Context: an optimization exercise on an open-source flow, tuned for small area, a short achievable clock period and few clock cycles per item. The choices shown serve that exercise and are no tape-out recipe. Only simulation tests tie the RTL to the original design; equivalence was not proved.

## ray_triangle_unit
module ray_triangle_unit #(
    parameter int FP_W    = 32,
    parameter int FP_FRAC = 16
) (
    clk,
    rst,
    req_valid,
    req_ready,
    req_ray,
    req_tri,
    resp_valid,
    resp_ready,
    resp_hit,
    resp_t_hit
);
clock: 350.0 ns
lec_check: 0
abc_area: 1
cap_margin: 20
core_margin: 2
core_utilization: 42
slew_margin: 20
standard.sh (not shown) runs the stock make flow with config.mk's settings and CLKGATE_MAP_FILE= SYNTH_SCRIPT=/design/flow/synth_recipe.tcl, a recipe that flattens the netlist after the stock synthesis.
==> flow/flow/run.sh <==
#!/bin/bash
set -euo pipefail
W=$(pwd)
F="$W/flow"
export RT_MAP_FILE="$F/rt_map.v"
export RT_ABC_SCRIPT="$F/rt_abc.script"
{
  cat <<'EOS'
set ::rt_mapped 0
proc synth {args} {
  if {!$::rt_mapped} {
    yosys techmap -map $::env(RT_MAP_FILE)
    set ::rt_mapped 1
  }
  yosys synth -nofsm -noshare {*}$args
}
proc abc {args} {
  set i [lsearch -exact $args -script]
  if {$i >= 0} {
    set args [lreplace $args [expr {$i + 1}] [expr {$i + 1}] $::env(RT_ABC_SCRIPT)]
  }
  yosys abc {*}$args
}
EOS
  tail -n +2 synth_recipe.tcl
} > rt_synth.tcl
sed -e 's#synth_recipe\.tcl#rt_synth.tcl#g' \
    -e 's#CLKGATE_MAP_FILE= #CLKGATE_MAP_FILE= "BUFFER_PORTS_ARGS=-buffer_cell sky130_fd_sc_hd__buf_1" #' \
    standard.sh > rt_standard.sh
grep -q 'rt_synth\.tcl' rt_standard.sh
grep -q 'BUFFER_PORTS_ARGS' rt_standard.sh
bash rt_standard.sh > rt_flow.log 2>&1
==> flow/flow/rt_abc.script <==
strash; dch; amap; topo
==> flow/flow/rt_map.v <==
module rt_fa(input a, input b, input c, output s, output co);
  sky130_fd_sc_hd__fa_1 _TECHMAP_REPLACE_ (.A(a), .B(b), .CIN(c), .SUM(s), .COUT(co));
endmodule
module rt_ha(input a, input b, output s, output co);
  sky130_fd_sc_hd__ha_1 _TECHMAP_REPLACE_ (.A(a), .B(b), .SUM(s), .COUT(co));
endmodule
The baseline died in global routing (5_1_grt).
Testbench counts at the start, summed over its fixed seeds: cycles 8,048, items 8,000.
==> next run, changes <==
==> flow/run.sh (new file) <==
#!/bin/bash
# synth_recipe.tcl (not shown) runs the flow's synth.tcl, then flattens the netlist and writes it again
# the make line also repeats each setting of config.mk as NAME=value (left out here)
make -C /OpenROAD-flow-scripts/flow DESIGN_CONFIG=/design/flow/config.mk WORK_HOME=/design/flow/orfs CLKGATE_MAP_FILE= SYNTH_SCRIPT=/design/flow/synth_recipe.tcl finish
CORE_UTILIZATION = 40   (was 42)
removed: flow/flow/run.sh
removed: flow/flow/rt_abc.script
removed: flow/flow/rt_map.v
removed: flow/standard.sh
Result: The new run did not get past global routing (5_1_grt). Synthesized cell count climbs by 78%. Synthesized area climbs by 16%.
==> next run, changes <==
==> flow/flow/run.sh (new file) <==
#!/bin/bash
set -euo pipefail
W=$(pwd)
F="$W/flow"
export RT_MAP_FILE="$F/rt_map.v"
export RT_ABC_SCRIPT="$F/rt_abc.script"
{
  cat <<'EOS'
set ::rt_mapped 0
proc synth {args} {
  if {!$::rt_mapped} {
    yosys techmap -map $::env(RT_MAP_FILE)
    set ::rt_mapped 1
  }
  yosys synth -nofsm -noshare {*}$args
}
proc abc {args} {
  set i [lsearch -exact $args -script]
  if {$i >= 0} {
    set args [lreplace $args [expr {$i + 1}] [expr {$i + 1}] $::env(RT_ABC_SCRIPT)]
  }
  yosys abc {*}$args
}
EOS
  tail -n +2 synth_recipe.tcl
} > rt_synth.tcl
sed 's#synth_recipe\.tcl#rt_synth.tcl#g' standard.sh > rt_standard.sh
grep -q 'rt_synth\.tcl' rt_standard.sh
bash rt_standard.sh > rt_flow.log 2>&1
==> flow/flow/rt_abc.script (new file) <==
strash; dch; amap; topo
==> flow/flow/rt_map.v (new file) <==
module rt_fa(input a, input b, input c, output s, output co);
  sky130_fd_sc_hd__fa_1 _TECHMAP_REPLACE_ (.A(a), .B(b), .CIN(c), .SUM(s), .COUT(co));
endmodule
module rt_ha(input a, input b, output s, output co);
  sky130_fd_sc_hd__ha_1 _TECHMAP_REPLACE_ (.A(a), .B(b), .SUM(s), .COUT(co));
endmodule
==> flow/standard.sh (new file) <==
#!/bin/bash
# synth_recipe.tcl (not shown) runs the flow's synth.tcl, then flattens the netlist and writes it again
# the make line also repeats each setting of config.mk as NAME=value (left out here)
make -C /OpenROAD-flow-scripts/flow DESIGN_CONFIG=/design/flow/config.mk WORK_HOME=/design/flow/orfs CLKGATE_MAP_FILE= SYNTH_SCRIPT=/design/flow/synth_recipe.tcl "${@:-finish}"
CORE_UTILIZATION = 55   (was 40)
PLACE_DENSITY = 0.65   (was not set)
removed: flow/run.sh
The changed run never finished: it broke off in global routing (5_1_grt).
Area after synthesis is lower by 14%.
Synthesized cell count is lower by 44%.

---

Setup of rev 12:
Another version of the RTL of ray_triangle_unit (not shown whole).
For scale: roughly 0.46 mm² of cells after synthesis.
clock: 350.0 ns
lec_check: 0
abc_area: 1
cap_margin: 35
core_margin: 2
core_utilization: 25
place_density: 0.32
slew_margin: 35
==> flow/flow/run.sh <==
#!/bin/bash
set -euo pipefail
W=$(pwd)
F="$W/flow"
export RT_MAP_FILE="$F/rt_map.v"
export RT_ABC_SCRIPT="$F/rt_abc.script"
{
  cat <<'EOS'
set ::rt_mapped 0
proc synth {args} {
  if {!$::rt_mapped} {
    yosys techmap -map $::env(RT_MAP_FILE)
    set ::rt_mapped 1
  }
  yosys synth -nofsm -noshare {*}$args
}
proc abc {args} {
  set i [lsearch -exact $args -script]
  if {$i >= 0} {
    set args [lreplace $args [expr {$i + 1}] [expr {$i + 1}] $::env(RT_ABC_SCRIPT)]
  }
  yosys abc {*}$args
}
EOS
  tail -n +2 synth_recipe.tcl
} > rt_synth.tcl
sed -e 's#synth_recipe\.tcl#rt_synth.tcl#g' \
    -e 's#CLKGATE_MAP_FILE= #CLKGATE_MAP_FILE= NUM_CORES=16 "BUFFER_PORTS_ARGS=-buffer_cell sky130_fd_sc_hd__buf_1" #' \
    standard.sh > rt_standard.sh
grep -q 'rt_synth\.tcl' rt_standard.sh
grep -q 'BUFFER_PORTS_ARGS' rt_standard.sh
bash rt_standard.sh > rt_flow.log 2>&1
==> flow/flow/rt_abc.script <==
strash; dch; map -B 0.9; topo
==> flow/flow/rt_map.v <==
module rt_fa(input a, input b, input c, output s, output co);
  sky130_fd_sc_hd__fa_1 _TECHMAP_REPLACE_ (.A(a), .B(b), .CIN(c), .SUM(s), .COUT(co));
endmodule
module rt_ha(input a, input b, output s, output co);
  sky130_fd_sc_hd__ha_1 _TECHMAP_REPLACE_ (.A(a), .B(b), .SUM(s), .COUT(co));
endmodule
In rev 12 the implementation ran to completion but is not tape-out ready, as the final checks report antenna rules.
Testbench counts of rev 12, summed over its fixed seeds: cycles 8,032, items 8,000.
#### Input delta (rev 13 over rev 12)
Settings: changing CAP_MARGIN from 35 to 20; changing CORE_UTILIZATION from 25 to 27; changing SLEW_MARGIN from 35 to 20; changing PLACE_DENSITY from 0.32 to 0.35.
-- flow/flow/run.sh --
<<< rev 12, line 28
    -e 's#CLKGATE_MAP_FILE= #CLKGATE_MAP_FILE= NUM_CORES=16 "BUFFER_PORTS_ARGS=-buffer_cell sky130_fd_sc_hd__buf_1" #' \
>>> rev 13, line 28
    -e 's#CLKGATE_MAP_FILE= #CLKGATE_MAP_FILE= "BUFFER_PORTS_ARGS=-buffer_cell sky130_fd_sc_hd__buf_1" #' \
==> comparison <==
In rev 13 the implementation completed, yet the final layout does not meet the checks, the culprit being antenna rules, capacitance limit, slew limit.
The final reports for rev 13 and rev 12 show number of placement rows lower in the former.
Re final non-filler cell total: rev 12 was higher than rev 13.
Number of clock sinks: rev 13 vs rev 12 identical
Area growth from synthesis to layout, rev 13 and rev 12: larger value in rev 12
Horizontal die dimension in rev 13 is about 3.8% below rev 12.
Lower total global-route track usage goes to rev 12 over rev 13.
Between rev 13 and rev 12, it is rev 13 whose slew of the pin with the lowest slew margin is higher, by 0.28 ns.
Rev 13 ended up with a higher worst setup slack than rev 12 did.

[re-timing with driven ports]
The results above use ideal ports. As a check the final layouts listed here were re-extracted and re-timed, cells and wires unchanged.
Step 1: set_driving_cell puts a clkbuf_16 on clk and a buf_2 on each other input, an assumption about the parent block.
Step 2, shift: input delay + t, output delay - t, t = (earliest + latest rising clock arrival at the registers) / 2. This alone moves slack from input paths to output paths.
Three values: ideal ports, drivers, drivers and shift; two values: the first two.
run	t (ns)	slack for setup (ns)	worst hold slack (ns)	worst setup path at the end	latest minus earliest clock arrival (ns)
rev 12	1.473	278.150 / 277.909 / 277.509	0.247 / 0.247 / 0.247	input to register	0.308 / 0.308
rev 13	1.472	278.224 / 277.976 / 277.802	0.083 / 0.083 / 0.083	input to register	0.371 / 0.371
Clock arrivals are far apart in rev 13, so t is only a midpoint there and step 2 fits no single register. The setup slack of rev 12, which loses most, moves by -0.241 ns with the drivers and by -0.641 ns with both steps.
